Source: an optimization exercise on an open RTL-to-GDS flow (aim: small area and a short achievable clock period). Production flows keep margins and buffers that such runs may drop.
RTL that was checked went through simulation tests only; none was proved equivalent to the original.
Power figures rest on the tool's default switching activity, not on a simulated workload.

v6:
==> module sobel_mod, before the edit <==
module sobel_mod (
    input clk,
    input rst,
    input [7:0] cam_red_i,
    input [7:0] cam_green_i,
    input [7:0] cam_blue_i,
    input cam_done_i,
    output [7:0] sobel_red_o,
    output [7:0] sobel_green_o,
    output [7:0] sobel_blue_o,
    output sobel_done_o
);
localparam THRESHOLD = 60;
reg  [6:0]  ga;       
reg  [7:0]  gb;       
reg  [4:0]  gc;       
reg         iv;       
reg  [13:0] cnt;      
reg         armed;    
reg         r1I;      
always @(posedge clk) begin
    ga <= {2'b00, cam_red_i[7:2]} + {4'b0000, cam_red_i[7:5]};
    gb <= {1'b0, cam_green_i[7:1]} + {4'b0000, cam_green_i[7:4]};
    gc <= {1'b0, cam_blue_i[7:4]} + {2'b00, cam_blue_i[7:5]};
    iv <= ~rst & cam_done_i;
    cnt <= iv ? cnt + 14'd1 : 14'd0;
    r1I <= iv & (((cnt[13:7] == 7'd1) & (cnt[6:0] != 7'd127)) |
                 ((cnt[13:7] == 7'd0) & (cnt[6:0] == 7'd127)));
    armed <= ~rst & (armed | (iv & (cnt == 14'd129)));
end
reg  [7:0]  g0;       
reg         r0G;      
reg         r1G;      
reg         c0G;      
reg         goG;      
always @(posedge clk) begin
    g0  <= {1'b0, ga} + gb + {3'b000, gc};
    r0G <= (cnt[13:7] == 7'd0);
    r1G <= r1I;
    c0G <= (cnt[6:0] == 7'd0);
end
always @(posedge clk) begin
    if (rst) goG <= 1'b0;
    else     goG <= iv & (armed | (cnt == 14'd129));
end
reg [2047:0] line;
always @(posedge clk)
    line <= {line[2039:0], g0};
wire [7:0] mid = line[127*8 +: 8];   
wire [7:0] top = line[255*8 +: 8];   
wire [7:0] topn = line[254*8 +: 8];
wire [7:0] midn = line[126*8 +: 8];
reg  [9:0] pt;
always @(posedge clk)
    pt <= {2'b00, r1I ? 8'd0 : topn} + {1'b0, midn, 1'b0};
wire [7:0] top_m = r1G ? 8'd0 : top;
wire [7:0] bot_m = r0G ? 8'd0 : g0;
reg  [9:0] vB;    
reg  [8:0] dyB;   
reg        c0B;   
reg        go1;
always @(posedge clk) begin
    vB  <= pt + {2'b00, bot_m};
    dyB <= {1'b0, top_m} - {1'b0, bot_m};
    c0B <= c0G;
end
reg  [9:0]  vD;    
reg  [9:0]  vL;    
reg  [8:0]  dyD;   
reg  [10:0] P;     
reg  [10:0] gxr;   
reg  [10:0] gyr;   
reg         go2;
wire [9:0] vR  = c0B ? 10'd0 : vB;
wire [8:0] dyR = c0B ? 9'd0  : dyB;
always @(posedge clk) begin
    vD  <= vB;
    vL  <= c0B ? 10'd0 : vD;
    dyD <= c0G ? 9'd0 : dyB;    
    P   <= {{2{dyD[8]}}, dyD} + {dyB[8], dyB, 1'b0};
    gxr <= {1'b0, vL} - {1'b0, vR};
    gyr <= P + {{2{dyR[8]}}, dyR};
end
reg [9:0] s1;      
reg       sx1;     
reg       go3;
wire       sx  = gxr[10];
wire       sy  = gyr[10];
wire [9:0] gxi = gxr[9:0] ^ {10{sx}};
wire [9:0] gyi = gyr[9:0] ^ {10{sy}};
wire [10:0] ssum = {gxi, 1'b1} + {gyi, sy};
always @(posedge clk) begin
    s1  <= ssum[10:1];
    sx1 <= sx;
end
wire [9:0] s = s1 + {9'd0, sx1};    
reg [7:0] outp;
reg       go4;
always @(posedge clk)
    outp <= (s >= THRESHOLD) ? 8'd255 : s[7:0];
always @(posedge clk) begin
    if (rst) begin
        go1 <= 1'b0;
        go2 <= 1'b0;
        go3 <= 1'b0;
        go4 <= 1'b0;
    end else begin
        go1 <= goG;
        go2 <= go1;
        go3 <= go2;
        go4 <= go3;
    end
end
assign sobel_red_o   = outp;
assign sobel_green_o = outp;
assign sobel_blue_o  = outp;
assign sobel_done_o  = go4;
endmodule
==> flow/config.mk <==
export PLATFORM = sky130hd
export DESIGN_NAME = sobel_mod
export DESIGN_NICKNAME = sobel_mod
export VERILOG_FILES = /design/flow/design.v
export SDC_FILE = /design/flow/constraint.sdc
export NUM_CORES = 4
export LEC_CHECK = 0
export ABC_AREA = 1
export CAP_MARGIN = 20
export CORE_MARGIN = 2
export CORE_UTILIZATION = 60
export SETUP_SLACK_MARGIN = 2.88
export SLEW_MARGIN = 20
==> flow/constraint.sdc <==
create_clock -name core_clock -period 5.0 [get_ports {clk}]
set_input_delay 1.0000 -clock core_clock [delete_from_list [all_inputs] [get_ports {clk}]]
set_output_delay 1.0000 -clock core_clock [all_outputs]
set_load 0.01 [all_outputs]
standard.sh (not shown) runs the stock make flow with config.mk's settings and CLKGATE_MAP_FILE= SYNTH_SCRIPT=/design/flow/synth_recipe.tcl, a recipe that flattens the netlist after the stock synthesis.
==> flow/flow/run.sh <==
#!/bin/bash
# The standard layout (the standard.sh), with clock tree synthesis told
# to cluster up to 34 sinks per leaf buffer and to add no dummy loads.
set -euo pipefail
export CTS_ARGS="-sink_clustering_enable -repair_clock_nets -sink_clustering_size 34 -sink_clustering_max_diameter 60 -dont_use_dummy_load"
bash standard.sh > standard_flow.log 2>&1
v6 went all the way through synthesis, placement and routing and the layout is clean on timing, DRC and antenna.
--- input diff v6..v7 ---
--- a/flow/design.v
+++ b/flow/design.v
@@ -77,8 +77,8 @@
 always @(posedge clk) begin
     vD  <= vB;
     vL  <= c0B ? 10'd0 : vD;
-    dyD <= c0G ? 9'd0 : dyB;    
-    P   <= {{2{dyD[8]}}, dyD} + {dyB[8], dyB, 1'b0};
+    dyD <= dyB;
+    P   <= (c0B ? 11'd0 : {{2{dyD[8]}}, dyD}) + {dyB[8], dyB, 1'b0};
     gxr <= {1'b0, vL} - {1'b0, vR};
     gyr <= P + {{2{dyR[8]}}, dyR};
 end
### Flow results
- For summed instance area of the synthesized netlist, v7 and v6 come out practically identical.
- v7 vs. v6: clock power share now sits higher; critical path depth held; non-filler instance count after layout went up 33.
- v7 against v6: die width barely changed; die area held; maximum clock frequency down 5.3 MHz.

Another version of the RTL of sobel_mod (not shown whole).
Size: roughly 2800 cells after synthesis.
==> module sobel_mod, before the edit <==
module sobel_mod (
    input clk,
    input rst,
    input [7:0] cam_red_i,
    input [7:0] cam_green_i,
    input [7:0] cam_blue_i,
    input cam_done_i,
    output [7:0] sobel_red_o,
    output [7:0] sobel_green_o,
    output [7:0] sobel_blue_o,
    output sobel_done_o
);
localparam THRESHOLD = 60;
reg  [6:0]  ga;       
reg  [7:0]  gb;       
reg  [4:0]  gc;       
reg         iv;       
reg  [13:0] cnt;      
reg         armed;    
always @(posedge clk) begin
    ga <= {2'b00, cam_red_i[7:2]} + {4'b0000, cam_red_i[7:5]};
    gb <= {1'b0, cam_green_i[7:1]} + {4'b0000, cam_green_i[7:4]};
    gc <= {1'b0, cam_blue_i[7:4]} + {2'b00, cam_blue_i[7:5]};
    iv <= ~rst & cam_done_i;
    cnt <= iv ? cnt + 14'd1 : 14'd0;
    armed <= ~rst & (armed | (iv & (cnt == 14'd129)));
end
reg  [7:0]  g0;       
reg         r0G;      
reg         r1G;      
reg         c0G;      
reg         goG;      
always @(posedge clk) begin
    g0  <= {1'b0, ga} + gb + {3'b000, gc};
    r0G <= (cnt[13:7] == 7'd0);
    r1G <= (cnt[13:7] == 7'd1);
    c0G <= (cnt[6:0] == 7'd0);
end
always @(posedge clk) begin
    if (rst) goG <= 1'b0;
    else     goG <= iv & (armed | (cnt == 14'd129));
end
reg [2047:0] line;
always @(posedge clk)
    line <= {line[2039:0], g0};
wire [7:0] mid = line[127*8 +: 8];   
wire [7:0] top = line[255*8 +: 8];   
wire [7:0] top_m = r1G ? 8'd0 : top;
wire [7:0] bot_m = r0G ? 8'd0 : g0;
reg  [9:0] vB;    
reg  [8:0] dyB;   
reg        c0B;   
reg        go1;
always @(posedge clk) begin
    vB  <= {2'b00, top_m} + {1'b0, mid, 1'b0} + {2'b00, bot_m};
    dyB <= {1'b0, top_m} - {1'b0, bot_m};
    c0B <= c0G;
end
reg  [9:0]  vD;    
reg  [9:0]  vL;    
reg  [8:0]  dyD;   
reg  [10:0] P;     
reg  signed [10:0] gxr, gyr;
reg         go2;
wire [9:0] vR  = c0B ? 10'd0 : vB;
wire [8:0] dyR = c0B ? 9'd0  : dyB;
always @(posedge clk) begin
    vD  <= vB;
    vL  <= c0B ? 10'd0 : vD;
    dyD <= dyB;
    P   <= (c0B ? 11'd0 : {{2{dyD[8]}}, dyD}) + {dyB[8], dyB, 1'b0};
    gxr <= {1'b0, vL} - {1'b0, vR};
    gyr <= P + {{2{dyR[8]}}, dyR};
end
reg [9:0] s;
reg       go3;
wire       sx = gxr[10];
wire       sy = gyr[10];
wire [9:0] gxi = gxr[9:0] ^ {10{sx}};
wire [9:0] gyi = gyr[9:0] ^ {10{sy}};
always @(posedge clk)
    s <= gxi + gyi + {9'd0, sx} + {9'd0, sy};
reg [7:0] outp;
reg       go4;
always @(posedge clk)
    outp <= (s >= THRESHOLD) ? 8'd255 : s[7:0];
always @(posedge clk) begin
    if (rst) begin
        go1 <= 1'b0;
        go2 <= 1'b0;
        go3 <= 1'b0;
        go4 <= 1'b0;
    end else begin
        go1 <= goG;
        go2 <= go1;
        go3 <= go2;
        go4 <= go3;
    end
end
assign sobel_red_o   = outp;
assign sobel_green_o = outp;
assign sobel_blue_o  = outp;
assign sobel_done_o  = go4;
endmodule
export LEC_CHECK = 0
export CAP_MARGIN = 20
export CORE_MARGIN = 2
export CORE_UTILIZATION = 60
export CTS_CLUSTER_DIAMETER = 60
export CTS_CLUSTER_SIZE = 30
export SETUP_SLACK_MARGIN = 2.7
export SLEW_MARGIN = 20
create_clock -name core_clock -period 5.0 [get_ports {clk}]
run.sh (not shown) runs the stock make flow with config.mk's settings and CLKGATE_MAP_FILE= SYNTH_SCRIPT=/design/flow/synth_recipe.tcl, a recipe that flattens the netlist after the stock synthesis.
Stock flow here: none of the scripts above is used.
The baseline ran to the end with no violations.
Rerun with:
--- a/flow/design.v
+++ b/flow/design.v
@@ -43,47 +43,53 @@
 end
 reg [2047:0] line;
 always @(posedge clk)
     line <= {line[2039:0], g0};
 wire [7:0] mid = line[127*8 +: 8];   
 wire [7:0] top = line[255*8 +: 8];   
+wire       r1I  = (cnt[13:7] == 7'd1);           
+wire [7:0] topn = line[254*8 +: 8];
+wire [7:0] midn = line[126*8 +: 8];
+reg  [9:0] pt;
+always @(posedge clk)
+    pt <= {2'b00, r1I ? 8'd0 : topn} + {1'b0, midn, 1'b0};
 wire [7:0] top_m = r1G ? 8'd0 : top;
 wire [7:0] bot_m = r0G ? 8'd0 : g0;
 reg  [9:0] vB;    
 reg  [8:0] dyB;   
 reg        c0B;   
 reg        go1;
 always @(posedge clk) begin
-    vB  <= {2'b00, top_m} + {1'b0, mid, 1'b0} + {2'b00, bot_m};
+    vB  <= pt + {2'b00, bot_m};
     dyB <= {1'b0, top_m} - {1'b0, bot_m};
     c0B <= c0G;
 end
 reg  [9:0]  vD;    
 reg  [9:0]  vL;    
 reg  [8:0]  dyD;   
 reg  [10:0] P;     
-reg  signed [10:0] gxr, gyr;
+reg  [9:0]  gxa;   
+reg  [10:0] gyr;   
 reg         go2;
 wire [9:0] vR  = c0B ? 10'd0 : vB;
 wire [8:0] dyR = c0B ? 9'd0  : dyB;
 always @(posedge clk) begin
     vD  <= vB;
     vL  <= c0B ? 10'd0 : vD;
     dyD <= dyB;
     P   <= (c0B ? 11'd0 : {{2{dyD[8]}}, dyD}) + {dyB[8], dyB, 1'b0};
-    gxr <= {1'b0, vL} - {1'b0, vR};
+    gxa <= (vL >= vR) ? vL - vR : vR - vL;
     gyr <= P + {{2{dyR[8]}}, dyR};
 end
 reg [9:0] s;
 reg       go3;
-wire       sx = gxr[10];
-wire       sy = gyr[10];
-wire [9:0] gxi = gxr[9:0] ^ {10{sx}};
+wire       sy  = gyr[10];
 wire [9:0] gyi = gyr[9:0] ^ {10{sy}};
+wire [10:0] ssum = {gxa, 1'b1} + {gyi, sy};
 always @(posedge clk)
-    s <= gxi + gyi + {9'd0, sx} + {9'd0, sy};
+    s <= ssum[10:1];
 reg [7:0] outp;
 reg       go4;
 always @(posedge clk)
     outp <= (s >= THRESHOLD) ? 8'd255 : s[7:0];
 always @(posedge clk) begin
     if (rst) begin
Outcome:
- The changed run completed with no timing, DRC or antenna violations
- area after synthesis came out higher slightly
- core utilization goes up by 1.0 points
- synthesized cell count rose by a few percent
- worst setup slack got worse by 60 ps
- die area rose slightly
- clock-buffer cell count climbs by 3
- sequential power hardly moves
- non-clock buffer count rose by 31
- hold slack barely changes
- flip-flop and latch count rose by 13
Only the layout flow was run in the first run of this note; the RTL was not checked for function there.

[port drivers added, routing unchanged]
In the flow no input, the clock included, has a driving cell. The finished layouts below were timed again as built, in two steps. Step 1 assumes that a clkbuf_16 drives the clock port and a buf_2 every other input. Step 2 adds t to the input delays and takes it off the output delays; t is the mean of the earliest and latest rising clock arrival at the registers after step 1. Input paths then give back, and output paths get back, about the clock's delay inside the block. a / b / c = ideal / step 1 / step 2; a / b = the first two.
run	shift t [ns]	setup slack, ns	hold WS [ns]	worst setup path after step 2	cell pins on the clock port's net
v6	0.693	2.871 / 2.806 / 2.303	0.269 / 0.269 / 0.269	input to register	1
v7	0.703	2.847 / 2.787 / 2.300	0.241 / 0.241 / 0.241	input to register	1
the first run of note 2	0.712	2.568 / 2.568 / 2.114	0.312 / 0.312 / 0.312	input to register	1
the second run of note 2	0.726	2.508 / 2.508 / 2.178	0.311 / 0.311 / 0.311	input to register	1
After both steps setup and hold are still met in every run listed. The setup slack of v6, which loses most, moves by -0.065 ns with the drivers and by -0.568 ns with both steps.
